This design comes from an exercise in tuning for small area on the open sky130 flow, not from production work.
In this exercise RTL edits were held to simulation tests only and were not proved equivalent to the original.
Power is estimated from default activity; no workload was simulated.

<file path="flow/config.mk">
export PLATFORM = sky130hd
export DESIGN_NAME = odin_neuron_update
export DESIGN_NICKNAME = odin_neuron_update
export VERILOG_FILES = /design/flow/design.v
export SDC_FILE = /design/flow/constraint.sdc
export NUM_CORES = 4
export LEC_CHECK = 0
export CAP_MARGIN = 20
export CORE_MARGIN = 2
export CORE_UTILIZATION = 60
export CTS_BUF_LIST = sky130_fd_sc_hd__clkbuf_8
export GPL_TIMING_DRIVEN = 0
export SLEW_MARGIN = 20
</file>
<file path="flow/constraint.sdc">
create_clock -name core_clock -period 12.0 [get_ports {CLK}]
set_input_delay 2.4000 -clock core_clock [delete_from_list [all_inputs] [get_ports {CLK}]]
set_output_delay 2.4000 -clock core_clock [all_outputs]
set_load 0.01 [all_outputs]
</file>
<file path="flow/design.v">
module odin_neuron_update (
    input  wire          CLK,
    input  wire [127:0]  NEUR_STATE,                
    input  wire [ 31:0]  SYNARRAY_RDATA,            
    input  wire          SYN_SIGN,                  
    input  wire [  2:0]  NEUR_ADDR_LSB,             
    input  wire [  4:0]  CTRL_NEUR_VIRTS,           
    input  wire          CTRL_NEUR_EVENT,           
    input  wire          CTRL_NEUR_TREF,            
    input  wire          CTRL_NEUR_BURST_END,       
    input  wire          SPI_PROPAGATE_UNMAPPED_SYN,
    output reg  [ 57:0]  NEUR_STATE_NEXT,           
    output reg           NEUR_V_UP_NEXT,
    output reg           NEUR_V_DOWN_NEXT,
    output reg  [  6:0]  NEUR_EVENT_OUT,
    output wire [ 14:0]  NEUR_STATE_MONITOR
);
    wire [127:0] S   = NEUR_STATE;
    wire         lif = S[0];
    wire [3:0] syn_w4     = SYNARRAY_RDATA >> {NEUR_ADDR_LSB, 2'b0};
    wire       virt       = |CTRL_NEUR_VIRTS;
    wire [2:0] syn_weight = virt ? CTRL_NEUR_VIRTS[4:2] : (syn_w4[2:0] & {3{syn_w4[3] | SPI_PROPAGATE_UNMAPPED_SYN}});
    wire       syn_sign   = virt ? CTRL_NEUR_VIRTS[1]   : SYN_SIGN;
    wire       time_ref   = virt ? CTRL_NEUR_VIRTS[0]   : CTRL_NEUR_TREF;
    wire tref = CTRL_NEUR_EVENT &  time_ref;               
    wire exc  = CTRL_NEUR_EVENT & ~time_ref & ~syn_sign;   
    wire inh  = CTRL_NEUR_EVENT & ~time_ref &  syn_sign;   
    wire        do_leak = tref & S[8];
    wire        sub     = do_leak | inh;
    wire [ 7:0] opb     = do_leak ? {1'b0, S[7:1]} : ((exc | inh) ? {5'b0, syn_weight} : 8'b0);
    wire [ 8:0] low     = {1'b0, S[77:70]} + {1'b0, opb ^ {8{sub}}} + {8'b0, sub};
    wire [ 2:0] high    = S[80:78] + {3{sub}} + {2'b0, low[8]};
    wire [10:0] acc     = {high, low[7:0]};
    wire [7:0] lif_core_i  = sub ? (low[8] ? low[7:0] : 8'h00) : (low[8] ? 8'hFF : low[7:0]);
    wire       lif_spike   = (lif_core_i >= S[16:9]);
    wire [7:0] lif_core_n  = lif_spike ? 8'd0 : lif_core_i;
    wire [2:0] fi_sel          = S[11:9];
    wire [2:0] spk_ref         = S[14:12];
    wire [2:0] isi_ref         = S[17:15];
    wire       reson_sharp_en  = S[18];
    wire [2:0] thr             = S[21:19];
    wire [2:0] rfr             = S[24:22];
    wire [2:0] dapdel          = S[27:25];
    wire       spklat_en       = S[28];
    wire       dap_en          = S[29];
    wire [2:0] stim_thr        = S[32:30];
    wire       phasic_en       = S[33];
    wire       mixed_en        = S[34];
    wire       class2_en       = S[35];
    wire       neg_en          = S[36];
    wire       rebound_en      = S[37];
    wire       inhin_en        = S[38];
    wire       bist_en         = S[39];
    wire       reson_en        = S[40];
    wire       thrvar_en       = S[41];
    wire       thr_sel_of      = S[42];
    wire [3:0] thrleak         = S[46:43];
    wire       acc_en          = S[47];
    wire       ca_en           = S[48];
    wire [2:0] thetamem        = S[51:49];
    wire [2:0] ca_theta1       = S[54:52];
    wire [2:0] ca_theta2       = S[57:55];
    wire [2:0] ca_theta3       = S[60:58];
    wire [4:0] caleak          = S[65:61];
    wire       burst_incr      = S[66];
    wire [2:0] reson_sharp_amt = S[69:67];
    wire       refrac          = S[81];
    wire [3:0] core            = S[85:82];
    wire [2:0] dcnt            = S[88:86];
    wire [3:0] ss              = S[92:89];
    wire [3:0] st              = S[96:93];
    wire       phasic_lock     = S[97];
    wire       mixed_lock      = S[98];
    wire       spkout_done     = S[99];
    wire [1:0] s0p             = S[101:100];
    wire [1:0] iep             = S[103:102];
    wire       bist_lock       = S[104];
    wire       inhin_lock      = S[105];
    wire [1:0] rs              = S[107:106];
    wire [3:0] thrmod          = S[111:108];
    wire [3:0] tlcnt           = S[115:112];
    wire [2:0] cal             = S[118:116];
    wire [4:0] ccnt            = S[123:119];
    wire       burst_lock      = S[124];
    wire [7:0] acc_old = S[80:73];
    wire [7:0] acc_new = acc[10:3];
    wire       toggle   = acc_old[fi_sel] ^ acc_new[fi_sel];
    wire       ovfl_leak = toggle & tref;
    wire       ovfl_exc  = toggle & exc;
    wire       ovfl_inh  = toggle & inh;
    wire       sgte      = ~ss[3] & (ss[2:0] >= stim_thr);
    wire       stgte     = ~st[3] & (st[2:0] >= stim_thr);
    wire [3:0] ss_neg    = -ss;
    wire [3:0] st_neg    = -st;
    wire       stgti     =  st[3] & (st_neg >= {1'b0, stim_thr});
    wire       stz       = (st == 4'b0);
    wire       stim_zero = tref & stz;
    wire       lone_exc  = stim_zero & ~s0p[1] & iep[0];
    wire       lone_inh  = stim_zero & ~s0p[1] & iep[1];
    wire       st_up     = ovfl_exc & (st != 4'b0111);
    wire       st_dn     = ovfl_inh & (st != 4'b1001);
    wire [3:0] st_pm     = st + {{3{~ovfl_exc}}, 1'b1};
    wire [3:0] st_n      = tref ? 4'b0 : ((st_up | st_dn) ? st_pm : st);
    wire [3:0] ss_n      = tref ? st : ss;
    wire [1:0] s0p_n     = tref ? {s0p[0], ~stz} : s0p;
    wire [1:0] iep_n     = tref ? {stgti, stgte} : iep;
    wire [2:0] inc3      = mixed_lock ? 3'd1 : (spk_ref + {2'b0, ~&spk_ref});
    wire [3:0] teff      = {1'b0, thr} + thrmod;
    wire       core_z    = (core == 4'b0);
    wire       core_7    = (core == 4'b0111);
    wire       hold_pre  = (spklat_en & |dcnt) | (phasic_lock & core_z);
    reg        c_inc, c_dec, c_sub, c_zero;
    always @(*) begin
        c_inc = 1'b0; c_dec = 1'b0; c_sub = 1'b0; c_zero = 1'b0;
        if (hold_pre) begin
        end else if (tref) begin
            if (reson_en)
                c_dec = (rs == 2'd3);
            else if (refrac)
                c_inc = ~burst_lock;
            else if (acc_en)
                c_sub = ~spkout_done;
            else if (dap_en && (dcnt == 3'b1) && ~core_z)
                c_zero = 1'b1;
            else if (ovfl_leak && ~core_z) begin
                c_inc = core[3];
                c_dec = ~core[3];
            end
        end else if (ovfl_inh) begin
            if (reson_en) begin
                c_inc =  rs[0] & ~core_7;
                c_dec = ~rs[0] & ~core_z;
            end else
                c_dec = ~refrac & ~(neg_en ? (core == 4'b1000) : core_z);
        end else if (ovfl_exc) begin
            if (reson_en) begin
                c_inc = ~rs[0] & ~core_7;
                c_dec =  rs[0] & ~core_z;
            end else
                c_inc = ~refrac & ~(class2_en & ~sgte & ~stgte) & ~core_7;
        end
    end
    wire [3:0] core_b    = c_sub ? ~st : {4{c_dec}};
    wire [3:0] core_sum  = core + core_b + {3'b0, c_sub | c_inc};
    wire [3:0] core_i    = c_zero ? 4'b0 : core_sum;
    wire       core_i_z  = (core_i == 4'b0);
    wire       core_i_th = (core_i == teff);
    reg  [1:0] rs_i;
    always @(*) begin
        if (~reson_en)
            rs_i = 2'd0;
        else if (tref) begin
            if (core_z)
                rs_i = 2'd0;
            else case (rs)
                2'd0: rs_i = 2'd3;
                2'd1: rs_i = 2'd2;
                2'd2: rs_i = 2'd0;
                default: rs_i = core_i_z ? 2'd0 : 2'd1;
            endcase
        end else
            rs_i = rs;
    end
    reg spike;
    always @(*) begin
        if (reson_sharp_en)
            spike = ovfl_exc & (dcnt == reson_sharp_amt);
        else if (spklat_en)
            spike = tref & (dcnt == 3'b1);
        else if (rebound_en)
            spike = lone_inh | core_i_th;
        else if (bist_en)
            spike = (~bist_lock & lone_exc) | (bist_lock & core_i_z) | core_i_th;
        else if (inhin_lock)
            spike = core_i_z;
        else if (reson_en)
            spike = (rs_i == 2'd0) & core_i_th;
        else
            spike = core_i_th;
    end
    wire [6:0] izh_event = mixed_lock ? {spike, 6'b0} : {spike, spk_ref, isi_ref};
    wire       tl_en     = thrvar_en & |thrleak & tref;
    wire [3:0] tlcnt_inc = tlcnt + 4'b1;
    wire       tl_eq     = (tlcnt_inc == thrleak);        
    wire       thr_leak  = tl_en & tl_eq;
    wire [3:0] tlcnt_n   = tl_en ? (tl_eq ? 4'b0 : tlcnt_inc) : tlcnt;
    wire [3:0] pat       = st + {1'b0, thr};
    wire       tm_up     = thr_sel_of ? spike : ovfl_exc;
    wire       tm_dn     = ~thr_sel_of & ovfl_inh;
    wire [3:0] tm_sum_up = thrmod + (burst_incr ? {1'b0, inc3} : 4'd1);
    wire [3:0] tm_sum_nu = thrmod + ((tm_dn | ~thrmod[3]) ? 4'hF : 4'd1);
    wire       tm_sat    = ((4'b0111 - teff) < {1'b0, inc3});
    wire [3:0] tm_up_v   = burst_incr ? (tm_sat ? 4'b0111 : tm_sum_up) : ((teff == 4'b0111) ? thrmod : tm_sum_up);
    wire [3:0] tm_nu_v   = tm_dn ? ((teff == 4'b0001) ? thrmod : tm_sum_nu) :
                           ((thr_leak & |thrmod) ? tm_sum_nu : thrmod);
    reg  [3:0] thrmod_n;
    always @(*) begin
        if (acc_en)
            thrmod_n = ~tref ? thrmod : (~pat[3] ? st : (st[3] ? (4'b0001 - {1'b0, thr}) : (4'b0111 - {1'b0, thr})));
        else if (~thrvar_en)
            thrmod_n = thrmod;
        else
            thrmod_n = tm_up ? tm_up_v : tm_nu_v;
    end
    wire       inhin_n   = (inhin_en & ~refrac & ((-core) == teff)) ? 1'b1 :
                           ((stim_zero & inhin_lock) ? 1'b0 : inhin_lock);
    wire       refrac_n  = (spike | inhin_n) ? (~dap_en & |rfr & ~reson_en) : (core_i_z ? 1'b0 : refrac);
    wire [3:0] core_n    = spike ? ((dap_en | reson_en) ? {1'b0, rfr} : -{1'b0, rfr}) : core_i;
    wire [1:0] rs_n      = (spike & reson_en) ? 2'd1 : rs_i;
    wire       spklat_ev = spklat_en & core_i_th & (core != teff);
    wire [2:0] dcnt_pm   = dcnt + {{2{~reson_sharp_en}}, 1'b1};    
    reg  [2:0] dcnt_n;
    always @(*) begin
        if (reson_sharp_en)
            dcnt_n = (tref & ~&dcnt) ? dcnt_pm : (ovfl_exc ? 3'b0 : dcnt);
        else if ((dap_en & spike) | spklat_ev)
            dcnt_n = dapdel;
        else
            dcnt_n = (tref & |dcnt) ? dcnt_pm : dcnt;
    end
    reg phasic_n, mixed_n;
    always @(*) begin
        if ((spike & (stgte | sgte)) | (tref & spkout_done & (core_z | refrac) & stgte)) begin
            phasic_n = phasic_en;
            mixed_n  = mixed_en;
        end else if (~sgte) begin
            phasic_n = 1'b0;
            mixed_n  = 1'b0;
        end else begin
            phasic_n = phasic_lock;
            mixed_n  = mixed_lock;
        end
    end
    wire       spkdone_n = ~tref & (spike | spkout_done);
    wire       bist_n    = bist_lock ^ (bist_en & lone_exc);
    wire       burst_n   = (spike & |izh_event[5:3]) | (~CTRL_NEUR_BURST_END & burst_lock);
    wire [54:0] izh_n = {burst_n, ccnt_n, cal_n, tlcnt_n, thrmod_n, rs_n, inhin_n, bist_n,
                         iep_n, s0p_n, spkdone_n, mixed_n, phasic_n, st_n, ss_n, dcnt_n,
                         core_n, refrac_n, acc};
    wire       m_ca_en   = lif ? S[17]     : ca_en;
    wire [4:0] m_caleak  = lif ? S[39:35]  : caleak;
    wire [4:0] m_ccnt    = lif ? S[85:81]  : ccnt;
    wire [2:0] m_cal     = lif ? S[80:78]  : cal;
    wire       m_spike   = lif ? lif_spike : spike;
    wire       cc_en     = m_ca_en & |m_caleak & tref;
    wire [4:0] ccnt_inc  = m_ccnt + 5'b1;
    wire       cc_eq     = (ccnt_inc == m_caleak);        
    wire       ca_leak   = cc_en & cc_eq;
    wire [4:0] ccnt_n    = cc_en ? (cc_eq ? 5'b0 : ccnt_inc) : m_ccnt;
    wire       cal_inc1  = m_ca_en & ~ca_leak & ~&m_cal;           
    wire       cal_dec0  = m_ca_en &  ca_leak &  |m_cal;           
    wire [3:0] cal_sum1  = {1'b0, m_cal} + {1'b0, (~lif & burst_incr) ? inc3 : 3'd1};
    wire [2:0] cal_n1    = cal_inc1 ? (cal_sum1[3] ? 3'b111 : cal_sum1[2:0]) : m_cal;
    wire [2:0] cal_n0    = cal_dec0 ? m_cal - 3'b1 : m_cal;
    wire [2:0] cal_n     = m_spike ? cal_n1 : cal_n0;
    wire [4:0] lif_cnt_n = ccnt_n;
    wire [2:0] lif_cal_n = cal_n;
    wire [2:0] m_th1      = lif ? S[28:26] : ca_theta1;
    wire [2:0] m_th2      = lif ? S[31:29] : ca_theta2;
    wire [2:0] m_th3      = lif ? S[34:32] : ca_theta3;
    wire [3:0] izh_core_s = (dap_en | reson_en) ? {1'b0, rfr} : -{1'b0, rfr};
    wire       mem_hi1    = lif ? (S[25:18] == 8'd0) : (~izh_core_s[3] & (izh_core_s[2:0] >= thetamem));
    wire       mem_lo1    = lif ? (S[25:18] != 8'd0) : (~izh_core_s[3] & (izh_core_s[2:0] <  thetamem));
    wire       mem_ge0    = lif ? (lif_core_i >= S[25:18]) : (core_i[2:0] >= thetamem);
    wire       mem_hi0    = lif ?  mem_ge0 : (~core_i[3] &  mem_ge0);
    wire       mem_lo0    = lif ? ~mem_ge0 : (~core_i[3] & ~mem_ge0);
    wire       v_up1      = m_ca_en & mem_hi1 & (m_th1 <= cal_n1) & (cal_n1 < m_th3);
    wire       v_down1    = m_ca_en & mem_lo1 & (m_th1 <= cal_n1) & (cal_n1 < m_th2);
    wire       v_up0      = m_ca_en & mem_hi0 & (m_th1 <= cal_n0) & (cal_n0 < m_th3);
    wire       v_down0    = m_ca_en & mem_lo0 & (m_th1 <= cal_n0) & (cal_n0 < m_th2);
    wire       v_up       = m_spike ? v_up1   : v_up0;
    wire       v_down     = m_spike ? v_down1 : v_down0;
    reg lif_q;
    always @(posedge CLK) begin
        lif_q            <= lif;
        NEUR_STATE_NEXT  <= lif ? {S[127:86], lif_cnt_n, lif_cal_n, lif_core_n}
                                : {S[127:125], izh_n};
        NEUR_V_UP_NEXT   <= v_up;
        NEUR_V_DOWN_NEXT <= v_down;
        NEUR_EVENT_OUT   <= S[127] ? 7'b0 : (lif ? {lif_spike, 6'b0} : izh_event);
    end
    assign NEUR_STATE_MONITOR = {NEUR_V_UP_NEXT, NEUR_V_DOWN_NEXT,
                                 lif_q ? NEUR_STATE_NEXT[10:8] : NEUR_STATE_NEXT[48:46],
                                 lif_q ? 2'b0 : NEUR_STATE_NEXT[37:36],
                                 lif_q ? NEUR_STATE_NEXT[7:4] : 4'b0,
                                 lif_q ? NEUR_STATE_NEXT[3:0] : NEUR_STATE_NEXT[15:12]};
endmodule
</file>
<file path="flow/flow/run.sh">
#!/bin/bash
# Own layout flow: the standard ORFS flow, with two changes.
#  - Synthesis (own_synth.tcl): the standard synthesis script, except that
#    arithmetic is left as plain gates for ABC (no full/half adder cell
#    extraction) and ABC uses an area-oriented script (abc_area_deep.script).
#    The registers, their names and cell types are those of the standard synthesis.
#  - Port buffers use the smallest buffer cell (buf_1) instead of the one
#    buffer_ports picks by default.
#  - Clock tree synthesis inserts no dummy loads.
set -euo pipefail
W=$(pwd)
sed -e "s#@ABC_SCRIPT@#$W/flow/abc_area_deep.script#" -e "s#@FLOW_SYNTH@#$W/synth_recipe.tcl#" flow/own_synth.tcl > own_synth.tcl
bash standard.sh \
  SYNTH_SCRIPT=$W/own_synth.tcl \
  "BUFFER_PORTS_ARGS=-buffer_cell sky130_fd_sc_hd__buf_1" \
  "CTS_ARGS=-sink_clustering_enable -repair_clock_nets -dont_use_dummy_load -buf_list sky130_fd_sc_hd__clkbuf_8 -sink_clustering_size 30 -sink_clustering_max_diameter 150" \
  finish > standard_flow.log 2>&1
</file>
<file path="flow/flow/abc_area_deep.script">
strash
&get -n
&deepsyn -T 240
&put
dch -f
amap -F 4 -A 8
topo
stime -c
</file>
<file path="flow/flow/own_synth.tcl">
# The standard synthesis (synth_recipe.tcl) with two changes: arithmetic is
# left as plain gates for ABC (no full/half adder cell extraction), and ABC
# runs an area-oriented script instead of ORFS's speed script.
proc extract_fa {args} { puts "own flow: full/half adder extraction skipped" }
proc abc {args} {
  set i [lsearch -exact $args -script]
  if { $i >= 0 } { set args [lreplace $args $i [expr {$i + 1}] -script @ABC_SCRIPT@] }
  yosys abc {*}$args
}
source @FLOW_SYNTH@
</file>
<file path="flow/standard.sh">
#!/bin/bash
# synth_recipe.tcl (not shown) runs the flow's synth.tcl, then flattens the netlist and writes it again
# the make line also repeats each setting of config.mk as NAME=value (left out here)
make -C /OpenROAD-flow-scripts/flow DESIGN_CONFIG=/design/flow/config.mk WORK_HOME=/design/flow/orfs CLKGATE_MAP_FILE= SYNTH_SCRIPT=/design/flow/synth_recipe.tcl "${@:-finish}"
</file>
==> run_results.csv, run 1 <==
group,metric,value,unit
run_status,status,"no timing/DRC/antenna violations",
worst_setup_path,end_kind,"flip-flop",
floorplan,die_w,99.5,µm
placement,place.detailed.hpwl,16000,µm
job,maxCapViolations,0,
synth,async_flop_share,0,
timing,hold_viol_final,0,
worst_setup_path,critical_path.top_delay_family,"compound AO/OA/AOI/OAI gates",
synth,synthFlopType,"dfxtp_1",
global_routing,grt-ovfl-total,0,
drt,routed_via_density,6.32,
global_routing,grt_max_degree,40,
timing,fin_crit,11350,ps
floorplan,core_area,0.00881,mm²
drt,ant_nets,0,
worst_setup_path,cpPeakStageDelay,440,ps
drt,routed_wl,20700,µm
floorplan,start_util,0.622,
synth,synth-edff-count,0,
timing,rsz0062_at_grt,"no",
floorplan,dieHeight,99.5,µm
timing,setup_viol,0,
synth,syn-instance-count,861,
power,p_leak,2.34,nW
finish,utilization,0.788,
timing,tns,0,ps
clock_network,clock_path_buffers,2,
clock_network,cts_inserted_buffers,9,
power,power_density,97.8,mW/mm²
worst_setup_path,critPathMostFrequentCell,"nor2_1",
timing,min_period_over_period,0.946,
floorplan,io_pins,256,
timing,drv_slew,0,
clock_network,h-tree-depth,3,
worst_setup_path,slowest_stage,"a222oi_1",
synth,syn_avg_cell_area,6.36,µm²
placement,dpl-instance-area,0.00657,mm²
synth,synth_area,0.00548,mm²
worst_setup_path,worstPathRequired,12210,ps
placement,dp_cells,1224,
synth,ys_warn_count,1,
drt,drc,0,
power,ir_worst_vdd,0.0598,mV
timing,fmax,88.1,MHz
worst_setup_path,critical_path_class,"input port to flip-flop",
drt,wire_per_inst,16.7,µm
clock_network,cts_root_buffer,"clkbuf_8",
worst_setup_path,cp_max_fo,5,
hold_path,worstHoldStart,"NEUR_STATE[125]",
synth,ys_seq_area_frac,0.249,
global_routing,antenna_found_initial,0,
drt,drtIter0Drc,955,
floorplan,die_area,0.00991,mm²
clock_network,clk_pin_slew,90,ps
synth,ys_seq_elements,68,
global_routing,grt_pass1_wl,32000,µm
finish,fin_nets,1309,
clock_network,hold_buffers,0,
worst_setup_path,cp.arrival,11560,ps
hold_path,min_path_type,"input port to flip-flop",
global_routing,track_usage,0.398,
finish,antenna_cells,0,
synth,syn-num-nets,1035,
synth,synth.distinct_cells,47,
clock_network,tritoncts,"yes",
timing,relSlewSlack,0.337,
finish,final_cell_area,0.00694,mm²
clock_network,cts_sinks,68,
timing,worst_slew_pin_slew,991,ps
placement,numPortBuffers,255,
floorplan,std_cell_rows,34,
worst_setup_path,cp-startpoint,"CTRL_NEUR_VIRTS[2]",
placement,gp_congestion,1.04,
global_routing,grt_pass1_vias,6851,
drt,dr.pass1.iters,6,
worst_setup_path,critical_path_buf_inv_count,7,
finish,fin_cells,1241,
finish,areaGrowthSynthToFinish,26.7,%
worst_setup_path,crit_path_start_kind,"input port",
finish,drive_above_1_share,0.0468,
drt,vias,7848,
## state kept, by name, indices dropped and copies added (netlist names)
name,count
NEUR_STATE_NEXT,58
NEUR_V_UP_NEXT,1
lif_q,1
NEUR_V_DOWN_NEXT,1
NEUR_EVENT_OUT,7
## cell usage after synthesis (3+ instances only)
cell type  number  share of area
dfxtp_1        68           0.25
a21oi_1        75          0.069
a32o_1          3         0.0055
o22ai_1        72          0.082
o32ai_1        10          0.016
a22o_1          9          0.014
clkinv_1      138          0.095
a211oi_1       10          0.014
o221ai_1       18          0.029
a221oi_1        6         0.0096
a2111oi_0       4         0.0064
a32oi_1         3         0.0048
or2_0           7         0.0080
nor2_1        157           0.11
nor3_1         19          0.017
o21a_1          5         0.0069
o21ai_0        85          0.078
a21o_1          7         0.0096
o2111ai_1       4         0.0064
nor4_1          8         0.0091
o22a_1          6         0.0096
a222oi_1        7          0.013
nand3_1        20          0.018
o31ai_1         4         0.0055
o211ai_1        6         0.0082
a31oi_1        12          0.014
nor2b_1         9          0.010
a22oi_1         5         0.0069
nand2_1        58          0.040
## cells by family after synthesis
family                 after synthesis  share of synthesized area
AOI/OAI and AO/OA                  367                      0.434
and+or+nand+nor                    286                      0.220
buffers and inverters              140                     0.0973
DFF                                 68                      0.249
## power by group
part           internal [W]  switching, W  total [W]  leakage [nW]
registers          0.000248    0.00000887   0.000257         0.571
logic             0.0000939      0.000175   0.000269          1.70
clock network     0.0000670     0.0000854   0.000152        0.0647
## cell type report
type / count / area (µm²)
Multi-Input combinational cell: 653 / 3740
Timing Repair Buffer: 263 / 1040
Buffer: 2 / 15.0
Clock buffer: 9 / 124
Tap cell: 108 / 135
Fill cell: 740 / 1870
Sequential cell: 68 / 1360
Inverter: 138 / 523
## cells in the final DEF, fill, tap and decap left out, types with 7 or more instances in the layout
cell type / instances
o32ai_1: 10
a31oi_1: 11
dfxtp_1: 68
o22ai_1: 69
nand2_1: 57
o221ai_1: 17
nor3_1: 19
a211oi_1: 9
a21oi_1: 72
nor2_1: 147
a21o_1: 7
or2_0: 7
a222oi_1: 7
buf_1: 254
o21ai_0: 82
a22o_1: 9
nor2b_1: 7
buf_4: 9
clkbuf_8: 9
clkinv_1: 131
nand3_1: 20
## worst paths after layout
kind / end / cells past startpoint
min: NEUR_STATE_NEXT[55] / 1
max: NEUR_STATE_NEXT[18] / 54
## what timing repair did
item | 4_1_cts | 5_1_grt
setup buffers | 1 | 6
endpoints found under the setup margin | 27 | 27
pin swaps | 1 | 5
gates resized for setup | 10 | 36
## per-stage QoR
stage	setup slack, ps	total power (W)	hold WS [ps]
after floorplan	998	0.000418	2430
after global placement	-2010	0.000506	2490
after detailed placement	-1920	0.000510	2500
after CTS	60.9	0.000659	2120
after global routing	27.8	0.000712	2120
final	653	0.000678	2120
## per-layer routing
| layer | part of all wire | wire length [µm] | up-vias | track usage |
|---|---|---|---|---|
| met5 | 0 | 0 | - | 0 |
| met2 | 0.46 | 9580 | 545 | 0.655 |
| li1 | - | - | 3766 | - |
| met3 | 0.11 | 2350 | 99 | 0.0787 |
| met4 | 0.043 | 898 | 0 | 0.169 |
| met1 | 0.38 | 7860 | 3438 | 0.507 |
==> inputs of run 2 (changes only) <==
==> flow/flow/abc_area_deep.script (replaced) <==
strash
&get -n
&deepsyn -T 600
&put
dch -f
amap -F 4 -A 8
topo
stime -c
--- a/flow/config.mk
+++ b/flow/config.mk
@@ -9,3 +9,3 @@
 export CORE_MARGIN = 2
-export CORE_UTILIZATION = 60
+export CORE_UTILIZATION = 70
 export CTS_BUF_LIST = sky130_fd_sc_hd__clkbuf_8
==> run 2 against run 1 <==
The flow now stops in 5_1_grt. Synthesized area shrank 1.2%. Synthesized cell count shrank 2.9%.
==> run_results.csv, run 2 <==
group,metric,value,unit
synth,synthFlopType,"dfxtp_1",
timing,worstEndpointGrtRepair,"NEUR_STATE_NEXT[16]$_DFF_P_/D",
synth,yosysMostFrequentCell,"nor2_1",
run_status,firstError,"[ERROR GRT-0232] Routing congestion too high. Check the congestion heatmap in the GUI.",
synth,ys_seq_elements,68,
synth,yosysTopAreaCell,"dfxtp_1",
synth,synth_area,0.00541,mm²
floorplan,io_pins,256,
floorplan,die_w,91.9,µm
placement,gp_congestion,1.13,
synth,synth-edff-count,0,
floorplan,dieHeight,91.9,µm
global_routing,grt-ovfl-total,36,
clock_network,cts_root_buffer,"clkbuf_8",
clock_network,cts_inserted_buffers,9,
synth,ys_warn_count,1,
clock_network,hold_buffers,0,
clock_network,clock_path_buffers,2,
placement,place.detailed.hpwl,17000,µm
floorplan,start_util,0.711,
clock_network,cts_sinks,68,
global_routing,grt_max_degree,44,
synth,syn-num-nets,1010,
synth,syn_avg_cell_area,6.47,µm²
timing,worst_endpoint_kind,"register data pin",
run_status,status,"aborted with a tool error",
synth,yosysTopAreaCellShare,0.252,
run_status,lastStage,"5_1_grt",
synth,synth.distinct_cells,49,
placement,dp_cells,1194,
placement,numPortBuffers,255,
synth,ys_seq_area_frac,0.252,
global_routing,track_usage,0.818,
clock_network,h-tree-depth,3,
synth,async_flop_share,0,
synth,synth_top_cells_by_count,"nor2_1, clkinv_1, o21ai_0",
synth,synthTopCellsByArea,"dfxtp_1, nor2_1, clkinv_1",
synth,syn-instance-count,836,
floorplan,std_cell_rows,32,
-- run 2: logic make-up after synthesis --
group | after synthesis | share of synthesized area
AO/OA/AOI/OAI | 343 | 0.419
buffers and inverters | 130 | 0.0916
AND/OR/NAND/NOR | 295 | 0.238
flip-flops | 68 | 0.252
-- run 2: metrics by stage --
step | hold WS [ps] | total power, W | setup slack (ps) | cell area [µm²]
2_1_floorplan | 2430 | 0.000413 | 520 | 5410
3_3_place_gp | 2490 | 0.000499 | -2020 | 6490
3_5_place_dp | 2500 | 0.000508 | -2410 | 6510
4_1_cts | 2130 | 0.000660 | 24.2 | 6800
-- run 2: worst max path at each step --
stage                                   from                   to  slack [ps]  cells after the start
after global placement    CTRL_NEUR_VIRTS[3]  NEUR_STATE_NEXT[16]       -2020                     54
after detailed placement  CTRL_NEUR_VIRTS[3]  NEUR_STATE_NEXT[16]       -2410                     54
after floorplan             NEUR_ADDR_LSB[0]  NEUR_STATE_NEXT[16]         520                     55
after CTS                   NEUR_ADDR_LSB[0]  NEUR_STATE_NEXT[16]          20                     58
-- run 2: repair_timing --
item,in CTS
hold endpoints to repair,0
setup endpoints to repair,27
gates resized for setup,32
buffers inserted,5
pin swaps,6
-- run 2: layer usage --
layer  overflow  track usage
met5          0        0.385
met4         10        0.805
met3          3        0.721
met2         23        0.960
met1          0        0.801
-- run 2: power by group through the flow --
stage	sequential, W	combinational [W]	clock [W]
3_3_place_gp	0.000262	0.000237	0
4_1_cts	0.000258	0.000256	0.000146
2_1_floorplan	0.000272	0.000141	0
3_5_place_dp	0.000263	0.000245	0
==> inputs of run 3 (changes only) <==
==> flow/flow/abc_area_deep.script (replaced) <==
strash
&get -n
&deepsyn -T 1200
&put
dch -f
amap -F 4 -A 8
topo
stime -c
--- a/flow/config.mk
+++ b/flow/config.mk
@@ -9,3 +9,3 @@
 export CORE_MARGIN = 2
-export CORE_UTILIZATION = 70
+export CORE_UTILIZATION = 50
 export CTS_BUF_LIST = sky130_fd_sc_hd__clkbuf_8
==> run 3 against run 2 <==
Now clean on timing, DRC and antenna. Synthesized area unchanged. Synthesized cell count unchanged.
==> run_results.csv, run 3 <==
group,metric,value,unit
run_status,status,"no timing/DRC/antenna violations",
finish,areaGrowthSynthToFinish,28.4,%
synth,ys_seq_area_frac,0.252,
timing,fmax,87.8,MHz
clock_network,cts_sinks,68,
timing,relSlewSlack,0.322,
synth,yosysTopAreaCell,"dfxtp_1",
synth,synthTopCellsByArea,"dfxtp_1, nor2_1, clkinv_1",
worst_setup_path,critPathMostFrequentCell,"nor2_1",
clock_network,clk_pin_slew,70,ps
synth,synthFlopType,"dfxtp_1",
finish,multi_input_comb_area,0.00374,mm²
floorplan,die_area,0.0117,mm²
synth,synth_area,0.00541,mm²
global_routing,grt-ovfl-total,0,
clock_network,tritoncts,"yes",
drt,wire_per_inst,16.6,µm
finish,antenna_cells,0,
floorplan,std_cell_rows,37,
worst_setup_path,slowest_stage,"o311a_1",
synth,synth_top_cells_by_count,"nor2_1, clkinv_1, o21ai_0",
clock_network,cts_root_buffer,"clkbuf_8",
timing,drv_slew,0,
global_routing,grt_pass1_vias,6386,
floorplan,io_pins,256,
global_routing,grt_max_degree,44,
hold_path,hold_depth,1,
clock_network,clock_path_buffers,2,
global_routing,grt_pass1_wl,31600,µm
finish,top_regs,"NEUR_STATE_NEXT: 58 flops, NEUR_EVENT_OUT: 7 flops",
worst_setup_path,cp_max_fo,5,
floorplan,die_w,108,µm
drt,ant_nets,0,
floorplan,dieHeight,108,µm
worst_setup_path,end_kind,"flip-flop",
global_routing,antenna_found_initial,0,
worst_setup_path,cpPeakStageDelay,380,ps
finish,drive_above_1_share,0.0584,
clock_network,h-tree-depth,3,
placement,place.detailed.hpwl,16600,µm
finish,num-fill-cells,1030,
finish,fin_nets,1289,
hold_path,min_path_type,"input port to flip-flop",
drt,dr.pass1.iters,6,
synth,ys_seq_elements,68,
timing,tns,0,ps
synth,syn-num-nets,1010,
synth,syn-instance-count,836,
worst_setup_path,crit_path_start_kind,"input port",
synth,yosysMostFrequentCell,"nor2_1",
synth,ys_warn_count,1,
drt,vias,7446,
timing,setup_viol,0,
finish,final_cell_mix,"buf_1, nor2_1, clkinv_1",
finish,final-seq-area,0.00136,mm²
finish,fin_cells,1249,
synth,synth-edff-count,0,
placement,gp_congestion,0.986,
power,ir_worst_vdd,0.0586,mV
synth,async_flop_share,0,
worst_setup_path,cp.arrival,11640,ps
power,power_density,96.4,mW/mm²
timing,fin_crit,11390,ps
clock_network,cts_inserted_buffers,9,
clock_network,hold_buffers,0,
timing,hold_viol_final,0,
worst_setup_path,worstPathRequired,12240,ps
timing,worst_slew_pin_slew,1010,ps
finish,utilization,0.667,
finish,top_register,"NEUR_STATE_NEXT",
synth,syn_avg_cell_area,6.47,µm²
drt,routed_wl,20800,µm
worst_setup_path,critical_path_class,"input port to flip-flop",
timing,min_period_over_period,0.949,
drt,routed_via_density,5.96,
synth,synth.distinct_cells,49,
placement,dp_cells,1228,
power,p_leak,2.36,nW
drt,drc,0,
finish,largest_reg_flops,58,
floorplan,core_area,0.0104,mm²
finish,layout_commonest_cell,"buf_1",
drt,drtIter0Drc,699,
floorplan,start_util,0.519,
placement,numPortBuffers,255,
job,maxCapViolations,0,
global_routing,track_usage,0.343,
synth,yosysTopAreaCellShare,0.252,
[run 3: cell counts after synthesis]
Identical to the previous run, type by type.
[run 3: layer usage]
layer  track usage  vias to the layer above  part of all wire
met5             0                        -                 0
met4         0.121                        0             0.020
met3        0.0434                       41              0.11
met2         0.554                      459              0.45
met1         0.471                     3282              0.42
li1              -                     3664                 -
[run 3: critical path, delay by kind of cell]
family	cells	cell delay (ps)
AOI/OAI and AO/OA	28	5100
buffers and inverters	10	1270
and+or+nand+nor	22	2860
[run 3: final timing paths]
kind / from / end / slack, ps
setup / recovery: NEUR_ADDR_LSB[0] / NEUR_STATE_NEXT[16] / 610
hold / removal: NEUR_STATE[126] / NEUR_STATE_NEXT[56] / 2120
[run 3: cells by family (layout without fill, tap and decap cells)]
kind of cell,after synthesis,after routing,share of synthesized area
AND/OR/NAND/NOR,295,295,0.238
flip-flops,68,68,0.252
AO/OA/AOI/OAI,343,343,0.419
buffers and inverters,130,407,0.0916
[run 3: timing repair]
action / in CTS / in global routing
setup endpoints to repair: 27 / 27
gates resized for setup: 23 / 31
endpoints found under the hold margin: 0 / 0
setup buffers: 3 / 9
cloned: 0 / 0
pin swaps: 3 / 9
[run 3: per-stage QoR]
stage | hold slack, ps | area, µm² | worst slack [ps] | total power (W)
5_1_grt | 2130 | 6950 | -66.4 | 0.000709
3_3_place_gp | 2490 | 6540 | -2240 | 0.000504
3_5_place_dp | 2490 | 6550 | -2280 | 0.000506
4_1_cts | 2120 | 6780 | 74.4 | 0.000656
2_1_floorplan | 2430 | 5410 | 520 | 0.000413
6_report | 2120 | 6950 | 606 | 0.000670
[run 3: power by group]
part	leakage (nW)	internal, W	switching, W
sequential	0.570	0.000248	0.00000919
clock	0.0647	0.0000668	0.0000793
combinational	1.73	0.0000958	0.000171
total	2.36	0.000411	0.000259
[run 3: cell type report]
cell class | count | share of cell area
tap | 136 | 0.0245
sequential | 68 | 0.196
inverter | 128 | 0.0702
timing repair buffer | 268 | 0.152
clock buffer | 9 | 0.0178
multi-input combinational | 638 | 0.538
buffer | 2 | 0.00216
==> inputs of run 4 (changes only) <==
==> flow/flow/abc_area_deep.script (replaced) <==
strash
&get -n
&deepsyn -T 1200
&put
dch -f
amap -F 4 -A 8
strash
dch -f
amap -F 4 -A 8
topo
stime -c
--- a/flow/config.mk
+++ b/flow/config.mk
@@ -9,3 +9,3 @@
 export CORE_MARGIN = 2
-export CORE_UTILIZATION = 50
+export CORE_UTILIZATION = 55
 export CTS_BUF_LIST = sky130_fd_sc_hd__clkbuf_8
==> run 4 against run 3 <==
Sequential power hardly changed. Design area is 0.34% higher. Cell count decreased by 0.16%. Synthesized area fell by 0.79%. Non-clock buffer count is 4 higher. Synthesized cell count shrank 0.36%. Largest cell class unchanged.
==> run_results.csv, run 4 <==
group,metric,value,unit
global_routing,track_usage,0.354,
synth,ys_warn_count,1,
global_routing,grt_pass1_vias,6225,
clock_network,tritoncts,"yes",
clock_network,clk_pin_slew,60,ps
floorplan,std_cell_rows,36,
power,seq_power_share,0.382,
timing,min_period_over_period,0.965,
clock_network,cts_sinks,68,
finish,fin_nets,1290,
synth,synth_area,0.00537,mm²
synth,ys_seq_area_frac,0.254,
worst_setup_path,slowest_stage,"a222oi_1",
worst_setup_path,cpPeakStageDelay,440,ps
finish,top_regs,"NEUR_STATE_NEXT: 58 flops, NEUR_EVENT_OUT: 7 flops",
clock_network,cts_inserted_buffers,9,
drt,wire_per_inst,16.1,µm
floorplan,start_util,0.557,
synth,async_flop_share,0,
drt,routed_via_density,6.11,
clock_network,clock_path_buffers,2,
global_routing,antenna_found_initial,0,
synth,synth.distinct_cells,49,
global_routing,grt_max_degree,41,
placement,dpl-instance-area,0.00650,mm²
worst_setup_path,worstPathRequired,12220,ps
finish,fin_cells,1247,
global_routing,grt_pass1_wl,29400,µm
finish,layout_commonest_cell,"buf_1",
timing,fmax,86.3,MHz
worst_setup_path,crit_end,"NEUR_V_UP_NEXT",
worst_setup_path,cp_max_fo,6,
clock_network,cts_root_buffer,"clkbuf_8",
timing,setup_viol,0,
placement,gp_congestion,1.00,
job,maxCapViolations,0,
timing,worst_slew_pin_slew,1020,ps
timing,fin_crit,11580,ps
finish,antenna_cells,0,
synth,syn-instance-count,833,
floorplan,die_area,0.0106,mm²
drt,routed_wl,20100,µm
placement,dp_cells,1222,
worst_setup_path,crit_path_start_kind,"input port",
synth,yosysMostFrequentCell,"nor2_1",
worst_setup_path,cp.arrival,11800,ps
finish,drive_above_1_share,0.0682,
finish,top_register,"NEUR_STATE_NEXT",
synth,synth-edff-count,0,
drt,drtIter0Drc,748,
synth,ys_seq_elements,68,
floorplan,io_pins,256,
global_routing,grt-ovfl-total,0,
worst_setup_path,critical_path_class,"input port to flip-flop",
worst_setup_path,end_kind,"flip-flop",
power,p_switching,0.000262,W
drt,ant_nets,0,
finish,utilization,0.723,
power,p_sw_frac,0.389,
power,p_clk_frac,0.216,
synth,synthTopCellsByArea,"dfxtp_1, nor2_1, clkinv_1",
worst_setup_path,cp-startpoint,"CTRL_NEUR_VIRTS[4]",
timing,relSlewSlack,0.317,
finish,areaGrowthSynthToFinish,29.9,%
placement,place.detailed.hpwl,15400,µm
synth,syn-num-nets,1007,
power,power.share.combinational,0.403,
floorplan,die_w,103,µm
worst_setup_path,critPathMostFrequentCell,"nor2_1",
clock_network,h-tree-depth,3,
synth,yosysTopAreaCellShare,0.254,
floorplan,dieHeight,103,µm
finish,largest_reg_flops,58,
synth,syn_avg_cell_area,6.44,µm²
power,power_density,96.7,mW/mm²
drt,vias,7622,
timing,drv_slew,0,
synth,yosysTopAreaCell,"dfxtp_1",
floorplan,core_area,0.00964,mm²
timing,hold_viol_final,0,
power,ir_worst_vdd,0.0568,mV
power,p_leak,2.38,nW
power,intPower,0.000412,W
finish,final_cell_mix,"buf_1, nor2_1, clkinv_1",
placement,numPortBuffers,255,
drt,drc,0,
drt,dr.pass1.iters,6,
synth,synthFlopType,"dfxtp_1",
synth,synth_top_cells_by_count,"nor2_1, clkinv_1, o21ai_0",
finish,final_cell_area,0.00697,mm²
hold_path,min_path_type,"input port to flip-flop",
run_status,status,"no timing/DRC/antenna violations",
==> run 4: cell count changes after synthesis, moves of 4 or more <==
| cell | before | now |
|---|---|---|
| a21oi_1 | 63 | 59 |
| a22o_1 | 9 | 3 |
| a31oi_1 | 12 | 8 |
| a32oi_1 | 0 | 4 |
| clkinv_1 | 128 | 135 |
| nand3_1 | 14 | 18 |
| nor2_1 | 158 | 147 |
| nor2b_1 | 15 | 11 |
| o221ai_1 | 22 | 16 |
| o22a_1 | 7 | 13 |
| o22ai_1 | 52 | 71 |
| o32ai_1 | 14 | 8 |
==> run 4: what timing repair did <==
action	4_1_cts	5_1_grt
hold buffers	0	0
endpoints found under the setup margin	27	26
buffers inserted	5	11
gates resized for setup	18	46
pin swaps	4	13
==> run 4: cell type report <==
class | count | area (µm²)
inverters | 135 | 507
fillers | 864 | 2670
multi-input cells | 628 | 3710
repair buffers | 272 | 1090
clock buffers | 9 | 124
flip-flops and latches | 68 | 1360
plain buffers | 2 | 15.0
well taps | 133 | 166
==> run 4: kinds of logic (layout without fill, tap and decap cells) <==
kind of cell / after synthesis / count (layout) / share of synthesized area
buffers and inverters: 137 / 418 / 0.0972
AND/OR/NAND/NOR: 283 / 283 / 0.227
flip-flops: 68 / 68 / 0.254
AO/OA/AOI/OAI: 344 / 344 / 0.421
XOR/XNOR: 1 / 1 / 0.00163
==> run 4: routing by layer <==
layer  up-vias  track usage  share of wire  routed length, µm
li1       3670            -              -                  -
met1      3353        0.474           0.40               8010
met2       526        0.547           0.44               8940
met3        73       0.0807           0.12               2410
met4         0        0.154          0.036                729
met5         -            0              0                  0
==> run 4: stage by stage <==
step / setup TNS (ps) / hold slack, ps / worst slack [ps] / total power, W
2_1_floorplan: 0 / 2430 / 581 / 0.000413
4_1_cts: 0 / 2140 / 77.9 / 0.000650
3_3_place_gp: -34470 / 2490 / -2020 / 0.000501
6_report: 0 / 2150 / 416 / 0.000674
3_5_place_dp: -35780 / 2500 / -1990 / 0.000503
5_1_grt: -602 / 2140 / -168 / 0.000712
==> run 4: power groups by stage <==
stage	registers (W)	clock network (W)	logic, W
after global placement	0.000261	0	0.000240
after CTS	0.000257	0.000145	0.000248
final	0.000257	0.000146	0.000271
after floorplan	0.000272	0	0.000141
after global routing	0.000260	0.000155	0.000297
after detailed placement	0.000262	0	0.000241
==> run 4: worst min path at each step <==
| stage | start | to | slack (ps) | cells after the start |
|---|---|---|---|---|
| CTS | NEUR_STATE[125] | NEUR_STATE_NEXT[55] | 2140 | 1 |
| detailed placement | NEUR_STATE[126] | NEUR_STATE_NEXT[56] | 2500 | 1 |
| floorplan | NEUR_STATE[125] | NEUR_STATE_NEXT[55] | 2430 | 0 |
| finish | NEUR_STATE[126] | NEUR_STATE_NEXT[56] | 2150 | 1 |
| global route | NEUR_STATE[126] | NEUR_STATE_NEXT[56] | 2140 | 1 |
| global placement | NEUR_STATE[125] | NEUR_STATE_NEXT[55] | 2490 | 1 |
==> run 4: critical path: cells and delay by family <==
kind / cells / cell delay, ps
AOI/OAI and AO/OA: 26 / 4910
and+or+nand+nor: 22 / 3480
buffers and inverters: 6 / 1000
==> inputs of run 5 (changes only) <==
==> flow/flow/abc_area_deep.script (replaced) <==
strash
&get -n
&deepsyn -T 240
&put
dch -f
amap -F 4 -A 8
strash
dch -f
amap -F 4 -A 8
topo
stime -c
--- a/flow/config.mk
+++ b/flow/config.mk
@@ -9,3 +9,3 @@
 export CORE_MARGIN = 2
-export CORE_UTILIZATION = 55
+export CORE_UTILIZATION = 50
 export CTS_BUF_LIST = sky130_fd_sc_hd__clkbuf_8
==> run 5 against run 4 <==
Sequential power about the same. Total power grew 3.8%. Sequential cell count unchanged. Non-clock buffer count up 4. Fmax decreased by 0.44%. Routed wire length grew 9.7%. Critical endpoint unchanged.
==> run_results.csv, run 5 <==
group,metric,value,unit
synth,ys_warn_count,1,
power,p_clk_frac,0.220,
finish,antenna_cells,0,
power,p_switching,0.000280,W
clock_network,cts_sinks,68,
finish,drive_above_1_share,0.0782,
floorplan,die_area,0.0119,mm²
synth,syn_avg_cell_area,6.40,µm²
power,power_density,96.9,mW/mm²
clock_network,cts_root_buffer,"clkbuf_8",
power,power,0.000700,W
timing,fmax,85.9,MHz
synth,async_flop_share,0,
global_routing,grt-ovfl-total,0,
power,p_leak,2.47,nW
synth,yosysTopAreaCell,"dfxtp_1",
finish,final_cell_mix,"buf_1, nor2_1, clkinv_1",
power,ir_worst_vdd,0.0690,mV
global_routing,grt_pass1_vias,6559,
worst_setup_path,cp_max_fo,10,
power,power.share.combinational,0.412,
global_routing,grt_pass1_wl,32400,µm
drt,route.met2.wl,9550,µm
worst_setup_path,cp.arrival,11910,ps
finish,top_regs,"NEUR_STATE_NEXT: 58 flops, NEUR_EVENT_OUT: 7 flops",
drt,met1_length,9230,µm
worst_setup_path,worstPathRequired,12270,ps
floorplan,die_w,109,µm
synth,yosysMostFrequentCell,"nor2_1",
floorplan,std_cell_rows,38,
drt,drtIter0Drc,845,
worst_setup_path,crit_path_start_kind,"input port",
finish,largest_reg_flops,58,
placement,place.detailed.hpwl,17300,µm
drt,ant_nets,0,
worst_setup_path,slowest_stage,"nor2_2",
worst_setup_path,critPathMostFrequentCell,"nor2_2",
placement,numPortBuffers,255,
global_routing,grt_max_degree,45,
run_status,status,"no timing/DRC/antenna violations",
synth,ys_seq_area_frac,0.246,
job,maxCapViolations,0,
hold_path,hold_depth,1,
timing,tns,0,ps
drt,dr.pass1.iters,8,
synth,synth.distinct_cells,44,
synth,syn-num-nets,1040,
power,intPower,0.000419,W
synth,synth_area,0.00554,mm²
global_routing,track_usage,0.349,
clock_network,tritoncts,"yes",
global_routing,antenna_found_initial,0,
worst_setup_path,critical_path.top_delay_family,"simple AND/OR/NAND/NOR gates",
hold_path,holdPathEnd,"NEUR_STATE_NEXT[55]",
synth,synthFlopType,"dfxtp_1",
hold_path,min_path_type,"input port to flip-flop",
timing,setup_viol,0,
drt,top_layer_used,"met4",
synth,synth-edff-count,0,
drt,routed_via_density,6.07,
drt,routed_wl,22000,µm
finish,areaGrowthSynthToFinish,30.3,%
power,p_sw_frac,0.401,
power,seq_power_share,0.369,
worst_setup_path,cpPeakStageDelay,560,ps
hold_path,worstHoldStart,"NEUR_STATE[125]",
synth,ys_seq_elements,68,
clock_network,clock_path_buffers,2,
timing,hold_viol_final,0,
worst_setup_path,end_kind,"flip-flop",
floorplan,io_pins,256,
placement,gp_congestion,1.01,
finish,fin_nets,1327,
worst_setup_path,critical_path_class,"input port to flip-flop",
timing,fin_crit,11640,ps
drt,met3_length,2320,µm
worst_setup_path,critical_path_buf_inv_count,7,
timing,drv_slew,0,
floorplan,core_area,0.0108,mm²
synth,syn-instance-count,866,
drt,vias,7836,
floorplan,dieHeight,109,µm
synth,synthTopCellsByArea,"dfxtp_1, nor2_1, clkinv_1",
clock_network,h-tree-depth,3,
clock_network,cts_inserted_buffers,9,
drt,wire_per_inst,17.1,µm
floorplan,start_util,0.511,
synth,synth_top_cells_by_count,"nor2_1, clkinv_1, o21ai_0",
synth,yosysTopAreaCellShare,0.246,
finish,layout_commonest_cell,"buf_1",
timing,worst_slew_pin_slew,922,ps
finish,top_register,"NEUR_STATE_NEXT",
timing,relSlewSlack,0.383,
drt,drc,0,
timing,min_period_over_period,0.970,
clock_network,clk_pin_slew,70,ps
==> run 5: changes by cell type in the layout (fill, tap and decap cells not counted), sizes merged, moves of 5 or more <==
cell,change
nand2,-9
nor2,+9
a31oi,+5
a21oi,+19
nand3,-6
o21ai,+7
buf,+5
clkinv,+8
==> run 5: worst max-delay path by stage <==
stage / slack (ps) / endpoint / depth (start not counted) / start
finish: 360 / NEUR_V_UP_NEXT / 59 / CTRL_NEUR_VIRTS[1]
global route: -240 / NEUR_V_UP_NEXT / 63 / NEUR_ADDR_LSB[0]
CTS: 8 / NEUR_V_UP_NEXT / 64 / CTRL_NEUR_VIRTS[2]
floorplan: 170 / NEUR_V_UP_NEXT / 63 / CTRL_NEUR_VIRTS[2]
detailed placement: -3150 / NEUR_V_UP_NEXT / 65 / CTRL_NEUR_VIRTS[2]
global placement: -3290 / NEUR_V_UP_NEXT / 65 / CTRL_NEUR_VIRTS[2]
==> run 5: through the flow <==
stage	hold slack (ps)	utilization	setup WS (ps)	instance area, µm²	instances
finish	2120	0.666	365	7220	1291
global placement	2490	0.616	-3290	6680	1261
global route	2120	0.666	-235	7220	1291
floorplan	2430	-	174	5540	866
detailed placement	2500	0.618	-3150	6700	1262
CTS	2120	0.643	7.96	6970	1276
==> run 5: cells by family (layout without fill, tap and decap cells) <==
| logic type | count (synthesis) | count (layout) | share of synthesized area |
|---|---|---|---|
| simple gates | 286 | 286 | 0.226 |
| buf+inv | 141 | 426 | 0.0968 |
| flops | 68 | 68 | 0.246 |
| compound gates | 371 | 371 | 0.432 |
==> run 5: timing repair <==
item	4_1_cts	5_1_grt
endpoints found under the setup margin	27	27
buffers inserted	5	15
hold buffers	0	0
resized for setup	31	43
pin swaps	4	18
==> run 5: final cells by class <==
| class | instances | area, µm² |
|---|---|---|
| buffer | 2 | 15.0 |
| tap | 140 | 175 |
| timing repair buffer | 276 | 1130 |
| multi-input combinational | 657 | 3880 |
| fill | 1095 | 3620 |
| clock buffer | 9 | 124 |
| sequential | 68 | 1360 |
| inverter | 139 | 536 |
==> run 5: power by group through the flow <==
| stage | sequential, W | clock [W] | combinational (W) |
|---|---|---|---|
| 2_1_floorplan | 0.000273 | 0 | 0.000147 |
| 3_3_place_gp | 0.000262 | 0 | 0.000254 |
| 3_5_place_dp | 0.000263 | 0 | 0.000255 |
| 4_1_cts | 0.000258 | 0.000154 | 0.000265 |
| 5_1_grt | 0.000261 | 0.000164 | 0.000314 |
| 6_report | 0.000258 | 0.000154 | 0.000288 |
==> run 5: metal layers <==
metal  track usage  up-vias
met4         0.164        0
met2         0.545      451
met1         0.457     3502
met3        0.0782       71
met5             0        -
li1              -     3812
==> inputs of run 6 (changes only) <==
--- a/flow/flow/run.sh
+++ b/flow/flow/run.sh
@@ -15,3 +15,3 @@
   "BUFFER_PORTS_ARGS=-buffer_cell sky130_fd_sc_hd__buf_1" \
-  "CTS_ARGS=-sink_clustering_enable -repair_clock_nets -dont_use_dummy_load -buf_list sky130_fd_sc_hd__clkbuf_8 -sink_clustering_size 30 -sink_clustering_max_diameter 150" \
+  "CTS_ARGS=-sink_clustering_enable -repair_clock_nets -dont_use_dummy_load -buf_list sky130_fd_sc_hd__clkbuf_4 -root_buf sky130_fd_sc_hd__clkbuf_8" \
   finish > standard_flow.log 2>&1
==> flow/flow/abc_area_deep.script (replaced) <==
strash
&get -n
&deepsyn -T 600
&put
dch -f
amap -F 4 -A 8
topo
stime -c
--- a/flow/config.mk
+++ b/flow/config.mk
@@ -9,3 +9,3 @@
 export CORE_MARGIN = 2
-export CORE_UTILIZATION = 50
+export CORE_UTILIZATION = 60
 export CTS_BUF_LIST = sky130_fd_sc_hd__clkbuf_8
==> run 6 against run 5 <==
Design area fell by 4.2%. Total power fell by 3.8%. Clock-buffer cell count did not move. Critical path type unchanged. Critical endpoint is now NEUR_STATE_NEXT[16].
==> run_results.csv, run 6 <==
group,metric,value,unit
run_status,status,"no timing/DRC/antenna violations",
finish,utilization,0.794,
finish,layout_commonest_cell,"buf_1",
synth,syn-num-nets,1010,
synth,synthFlopType,"dfxtp_1",
worst_setup_path,critical_path_class,"input port to flip-flop",
hold_path,min_path_type,"input port to flip-flop",
power,p_leak,2.36,nW
clock_network,h-tree-depth,3,
worst_setup_path,end_kind,"flip-flop",
floorplan,dieHeight,99.0,µm
floorplan,core_area,0.00872,mm²
drt,dr.pass1.iters,7,
synth,yosysTopAreaCell,"dfxtp_1",
synth,ys_seq_area_frac,0.252,
timing,drv_slew,0,
placement,place.detailed.hpwl,16000,µm
finish,fin_nets,1289,
worst_setup_path,critPathMostFrequentCell,"nor2_1",
global_routing,grt_pass1_wl,32000,µm
drt,ant_nets,0,
synth,yosysTopAreaCellShare,0.252,
global_routing,grt_max_degree,44,
floorplan,die_w,99.0,µm
synth,synthTopCellsByArea,"dfxtp_1, nor2_1, clkinv_1",
placement,preCtsSetupSlack,-2100,ps
floorplan,start_util,0.620,
clock_network,cts_inserted_buffers,9,
synth,synth_top_cells_by_count,"nor2_1, clkinv_1, o21ai_0",
drt,vias,7823,
placement,gp_congestion,1.04,
synth,synth.distinct_cells,49,
clock_network,clock_path_buffers,2,
finish,num-fill-cells,701,
drt,drc,0,
global_routing,track_usage,0.400,
drt,routed_wl,21000,µm
synth,synth_area,0.00541,mm²
synth,ys_warn_count,1,
worst_setup_path,worstPathRequired,12220,ps
job,maxCapViolations,0,
placement,dpl-instance-area,0.00652,mm²
timing,relSlewSlack,0.326,
clock_network,clk_pin_slew,60,ps
timing,fin_crit,11570,ps
synth,yosysMostFrequentCell,"nor2_1",
finish,fin_cells,1221,
drt,drtIter0Drc,990,
clock_network,tritoncts,"yes",
finish,final_cell_area,0.00692,mm²
placement,numPortBuffers,255,
global_routing,antenna_found_initial,0,
worst_setup_path,cpPeakStageDelay,450,ps
timing,hold_viol_final,0,
drt,wire_per_inst,17.2,µm
timing,setup_viol,0,
floorplan,die_area,0.00979,mm²
hold_path,worstHoldStart,"NEUR_STATE[125]",
finish,antenna_cells,0,
synth,syn-instance-count,836,
synth,syn_avg_cell_area,6.47,µm²
finish,top_register,"NEUR_STATE_NEXT",
power,power_density,97.3,mW/mm²
clock_network,cts_root_buffer,"clkbuf_8",
clock_network,cts_sinks,68,
timing,worst_slew_pin_slew,1000,ps
floorplan,std_cell_rows,34,
synth,ys_seq_elements,68,
worst_setup_path,crit_path_start_kind,"input port",
timing,min_period_over_period,0.965,
drt,routed_via_density,6.41,
floorplan,io_pins,256,
synth,synth-edff-count,0,
worst_setup_path,cp.arrival,11790,ps
finish,largest_reg_flops,58,
placement,dp_cells,1200,
worst_setup_path,cp-startpoint,"CTRL_NEUR_VIRTS[3]",
finish,top_regs,"NEUR_STATE_NEXT: 58 flops, NEUR_EVENT_OUT: 7 flops",
finish,areaGrowthSynthToFinish,27.9,%
finish,final_cell_mix,"buf_1, nor2_1, clkinv_1",
worst_setup_path,cp_max_fo,5,
finish,drive_above_1_share,0.0602,
timing,timing.final.ws_setup,426,ps
timing,fmax,86.4,MHz
synth,async_flop_share,0,
power,power,0.000673,W
global_routing,grt-ovfl-total,0,
power,ir_worst_vdd,0.0645,mV
worst_setup_path,slowest_stage,"nor4_4",
global_routing,grt_pass1_vias,6708,
-- run 6: cells by family (layout without fill, tap and decap cells) --
family	after synthesis	after routing	share of synthesized area
AOI/OAI and AO/OA	343	343	0.419
buffers and inverters	130	407	0.0916
DFF	68	68	0.252
and+or+nand+nor	295	295	0.238
-- run 6: repair_timing --
action                                  4_1_cts  5_1_grt
pin swaps                                     2       14
endpoints found under the setup margin       27       27
setup buffers                                 3        9
resized for setup                            20       35
hold buffers                                  0        0
cloned                                        0        0
-- run 6: path summary, 6_finish.rpt --
kind | end | slack, ps | cells past startpoint
hold / removal | NEUR_STATE_NEXT[55] | 2150 | 1
setup / recovery | NEUR_STATE_NEXT[16] | 430 | 57
-- run 6: through the flow --
| stage | setup TNS (ps) | hold WS (ps) |
|---|---|---|
| floorplan | 0 | 2430 |
| global placement | -40330 | 2490 |
| detailed placement | -42710 | 2490 |
| CTS | 0 | 2150 |
| global route | -1110 | 2160 |
| finish | 0 | 2150 |
-- run 6: layout make-up --
type / instances / area [µm²] / area share
Multi-Input combinational cell: 638 / 3740 / 0.540
Buffer: 2 / 15.0 / 0.00217
Clock buffer: 9 / 124 / 0.0179
Timing Repair Buffer: 268 / 1060 / 0.153
Tap cell: 108 / 135 / 0.0195
Sequential cell: 68 / 1360 / 0.197
Inverter: 128 / 487 / 0.0703
-- run 6: critical path, delay by kind of cell --
kind            cells  cell delay, ps
buf+inv             8             940
simple gates       23            3500
compound gates     26            4910
-- run 6: layer usage --
metal / up-vias / share of wire / global-route usage
li1: 3659 / - / -
met1: 3423 / 0.38 / 0.525
met2: 637 / 0.44 / 0.639
met3: 104 / 0.13 / 0.0844
met4: 0 / 0.048 / 0.163
met5: - / 0 / 0
-- run 6: power by group --
part | leakage, nW | switching (W) | internal (W)
combinational | 1.73 | 0.000174 | 0.0000955
sequential | 0.570 | 0.00000922 | 0.000248
clock | 0.0647 | 0.0000794 | 0.0000669
total | 2.36 | 0.000263 | 0.000410
==> inputs of run 7 (changes only) <==
--- a/flow/design.v
+++ b/flow/design.v
@@ -92,5 +92,4 @@
     wire       stgte     = ~st[3] & (st[2:0] >= stim_thr);
-    wire [3:0] ss_neg    = -ss;
-    wire [3:0] st_neg    = -st;
-    wire       stgti     =  st[3] & (st_neg >= {1'b0, stim_thr});
+    wire [3:0] st_thr    = {1'b0, st[2:0]} + {1'b0, stim_thr};
+    wire       stgti     =  st[3] & (~st_thr[3] | ~|st_thr[2:0]);
     wire       stz       = (st == 4'b0);
@@ -204,3 +203,3 @@
     end
-    wire       inhin_n   = (inhin_en & ~refrac & ((-core) == teff)) ? 1'b1 :
+    wire       inhin_n   = (inhin_en & ~refrac & ((core + teff) == 4'b0)) ? 1'b1 :
                            ((stim_zero & inhin_lock) ? 1'b0 : inhin_lock);
--- a/flow/flow/run.sh
+++ b/flow/flow/run.sh
@@ -15,3 +15,3 @@
   "BUFFER_PORTS_ARGS=-buffer_cell sky130_fd_sc_hd__buf_1" \
-  "CTS_ARGS=-sink_clustering_enable -repair_clock_nets -dont_use_dummy_load -buf_list sky130_fd_sc_hd__clkbuf_4 -root_buf sky130_fd_sc_hd__clkbuf_8" \
+  "CTS_ARGS=-sink_clustering_enable -repair_clock_nets -dont_use_dummy_load -buf_list sky130_fd_sc_hd__clkbuf_8 -sink_clustering_size 30 -sink_clustering_max_diameter 150" \
   finish > standard_flow.log 2>&1
==> flow/flow/abc_area_deep.script (replaced) <==
strash
&get -n
&deepsyn -T 240
&put
dch -f
amap -F 4 -A 8
topo
stime -c
--- a/flow/config.mk
+++ b/flow/config.mk
@@ -9,3 +9,3 @@
 export CORE_MARGIN = 2
-export CORE_UTILIZATION = 60
+export CORE_UTILIZATION = 50
 export CTS_BUF_LIST = sky130_fd_sc_hd__clkbuf_8
==> run 7 against run 6 <==
Still clean on timing, DRC and antenna. Non-clock buffer count shrank 8. First-iteration DRC count shrank 23%. Die area grew 21%. Via count shrank 0.96%. Critical endpoint is now NEUR_V_UP_NEXT. Largest power group unchanged.
==> run_results.csv, run 7 <==
group,metric,value,unit
drt,drtIter0Drc,766,
finish,largest_reg_flops,58,
drt,drc,0,
job,maxCapViolations,0,
finish,multi_input_comb_area,0.00381,mm²
drt,wire_per_inst,16.7,µm
clock_network,hold_buffers,0,
global_routing,track_usage,0.344,
clock_network,clk_pin_slew,70,ps
power,intPower,0.000412,W
power,p_clk_frac,0.216,
timing,timing.final.ws_setup,590,ps
worst_setup_path,cp.arrival,11710,ps
global_routing,grt_pass1_vias,6552,
clock_network,cts_inserted_buffers,9,
floorplan,die_area,0.0119,mm²
synth,syn-num-nets,1033,
floorplan,io_pins,256,
drt,routed_wl,21200,µm
synth,synth_top_cells_by_count,"nor2_1, clkinv_1, o21ai_0",
placement,dpl-instance-area,0.00664,mm²
power,ir_worst_vdd,0.0695,mV
synth,synthTopCellsByArea,"dfxtp_1, nor2_1, clkinv_1",
floorplan,dieHeight,109,µm
power,power.share.combinational,0.404,
timing,fin_crit,11410,ps
synth,synth.distinct_cells,45,
global_routing,grt_max_degree,38,
power,p_sw_frac,0.392,
run_status,status,"no timing/DRC/antenna violations",
timing,relSlewSlack,0.290,
placement,place.detailed.hpwl,16800,µm
finish,top_regs,"NEUR_STATE_NEXT: 58 flops, NEUR_EVENT_OUT: 7 flops",
synth,ys_seq_area_frac,0.247,
synth,synth_area,0.00550,mm²
timing,hold_viol_final,0,
global_routing,grt_pass1_wl,31900,µm
hold_path,worstHoldStart,"NEUR_STATE[126]",
worst_setup_path,worstPathRequired,12300,ps
global_routing,antenna_found_initial,0,
power,p_leak,2.36,nW
clock_network,cts_sinks,68,
worst_setup_path,cpPeakStageDelay,780,ps
drt,routed_via_density,6.11,
placement,gp_congestion,0.953,
finish,antenna_cells,0,
finish,fin_nets,1304,
clock_network,tritoncts,"yes",
power,p_switching,0.000266,W
finish,num-fill-cells,1096,
drt,ant_nets,0,
floorplan,core_area,0.0108,mm²
drt,dr.pass1.iters,8,
worst_setup_path,critical_path_class,"input port to flip-flop",
finish,areaGrowthSynthToFinish,27.0,%
placement,preCtsSetupSlack,-2030,ps
finish,drive_above_1_share,0.0443,
hold_path,hold_depth,1,
power,seq_power_share,0.380,
clock_network,cts_root_buffer,"clkbuf_8",
synth,synthFlopType,"dfxtp_1",
timing,setup_viol,0,
finish,final-seq-area,0.00136,mm²
timing,fmax,87.6,MHz
floorplan,die_w,109,µm
synth,syn_avg_cell_area,6.40,µm²
synth,ys_warn_count,1,
synth,yosysTopAreaCellShare,0.247,
clock_network,h-tree-depth,3,
worst_setup_path,end_kind,"flip-flop",
drt,vias,7748,
clock_network,clock_path_buffers,2,
finish,final_cell_area,0.00699,mm²
timing,tns,0,ps
timing,worst_slew_pin_slew,1060,ps
hold_path,holdPathEnd,"NEUR_STATE_NEXT[56]",
worst_setup_path,critical_path.top_delay_family,"compound AO/OA/AOI/OAI gates",
worst_setup_path,cp_max_fo,10,
worst_setup_path,slowest_stage,"nor2b_1",
synth,synth-edff-count,0,
floorplan,std_cell_rows,38,
finish,top_register,"NEUR_STATE_NEXT",
timing,min_period_over_period,0.951,
finish,fin_cells,1268,
synth,yosysMostFrequentCell,"nor2_1",
power,power_density,97.0,mW/mm²
hold_path,min_path_type,"input port to flip-flop",
finish,layout_commonest_cell,"buf_1",
synth,syn-instance-count,859,
synth,yosysTopAreaCell,"dfxtp_1",
floorplan,start_util,0.510,
finish,final_cell_mix,"buf_1, nor2_1, clkinv_1",
synth,async_flop_share,0,
global_routing,grt-ovfl-total,0,
timing,drv_slew,0,
synth,ys_seq_elements,68,
placement,numPortBuffers,255,
worst_setup_path,critical_path_buf_inv_count,4,
finish,utilization,0.647,
placement,dp_cells,1254,
worst_setup_path,crit_path_start_kind,"input port",
-- run 7: metrics by stage --
step | hold WS [ps] | power (W)
2_1_floorplan | 2430 | 0.000419
3_3_place_gp | 2490 | 0.000512
3_5_place_dp | 2500 | 0.000513
4_1_cts | 2130 | 0.000663
5_1_grt | 2140 | 0.000716
6_report | 2140 | 0.000678
-- run 7: cells by family after synthesis --
| kind of cell | count (synthesis) | share of synthesized area |
|---|---|---|
| and+or+nand+nor | 301 | 0.234 |
| DFF | 68 | 0.247 |
| AOI/OAI and AO/OA | 354 | 0.424 |
| buffers and inverters | 136 | 0.0942 |
-- run 7: cell type report --
cell class                      count  share of cell area
Multi-Input combinational cell    655               0.546
Inverter                          134              0.0720
Timing Repair Buffer              260               0.143
Buffer                              2             0.00215
Sequential cell                    68               0.195
Clock buffer                        9              0.0177
Tap cell                          140              0.0251
-- run 7: power groups by stage --
stage | sequential [W] | clock (W) | combinational (W)
4_1_cts | 0.000257 | 0.000149 | 0.000257
5_1_grt | 0.000259 | 0.000156 | 0.000301
3_5_place_dp | 0.000262 | 0 | 0.000251
2_1_floorplan | 0.000272 | 0 | 0.000147
6_report | 0.000257 | 0.000146 | 0.000274
3_3_place_gp | 0.000262 | 0 | 0.000250
-- run 7: how the worst max path moves through the flow --
stage | slack, ps | from | end | cells after the start
after global placement | -1960 | CTRL_NEUR_VIRTS[3] | NEUR_STATE_NEXT[38] | 48
after global routing | -130 | NEUR_ADDR_LSB[2] | NEUR_V_UP_NEXT | 60
after detailed placement | -2030 | CTRL_NEUR_VIRTS[3] | NEUR_STATE_NEXT[38] | 48
final | 590 | CTRL_NEUR_VIRTS[3] | NEUR_V_UP_NEXT | 50
after CTS | 40 | CTRL_NEUR_VIRTS[3] | NEUR_V_UP_NEXT | 53
after floorplan | 700 | NEUR_ADDR_LSB[0] | NEUR_STATE_NEXT[38] | 53
-- run 7: timing repair --
action                                  in CTS  in global routing
pin swaps                                    0                  7
endpoints found under the setup margin      27                 26
resized for setup                           16                 35
setup buffers                                0                  5
-- run 7: metal layers --
layer | share of wire | track usage | vias to the layer above
li1 | - | - | 3736
met1 | 0.41 | 0.448 | 3424
met2 | 0.43 | 0.538 | 513
met3 | 0.12 | 0.0926 | 75
met4 | 0.035 | 0.136 | 0
met5 | 0 | 0 | -

[separate check: timing with driven ports]
The flow's constraints put no driver on any port. The routed layouts listed below were extracted and timed again, unchanged, in two steps.
Step 1 assumes that a clkbuf_16 drives the clock port and a buf_2 every other input.
Step 2, shift: input delay + t, output delay - t, t = (earliest + latest rising clock arrival at the registers) / 2. This alone moves slack from input paths to output paths.
Slacks: no drivers / after step 1 / after step 2; pairs: no drivers / after step 1.
run	shift t [ns]	setup WS [ns]	worst setup path after step 2	latest minus earliest clock arrival (ns)	worst register clock-pin slew, ns
run 1	0.386	0.653 / 0.667 / 0.281	input to register	0.021 / 0.020	0.09 / 0.09
run 3	0.388	0.606 / 0.623 / 0.235	input to register	0.016 / 0.016	0.07 / 0.07
run 4	0.381	0.416 / 0.431 / 0.051	input to register	0.023 / 0.023	0.08 / 0.08
run 5	0.397	0.365 / 0.365 / -0.032	input to register	0.028 / 0.028	0.09 / 0.09
run 6	0.373	0.426 / 0.437 / 0.064	input to register	0.023 / 0.024	0.08 / 0.08
run 7	0.394	0.590 / 0.603 / 0.209	input to register	0.013 / 0.012	0.07 / 0.07
With both steps, setup timing fails in run 5, where it was met with ideal ports. The setup slack of run 5, which loses most, moves by 0.000 ns with the drivers and by -0.397 ns with both steps.
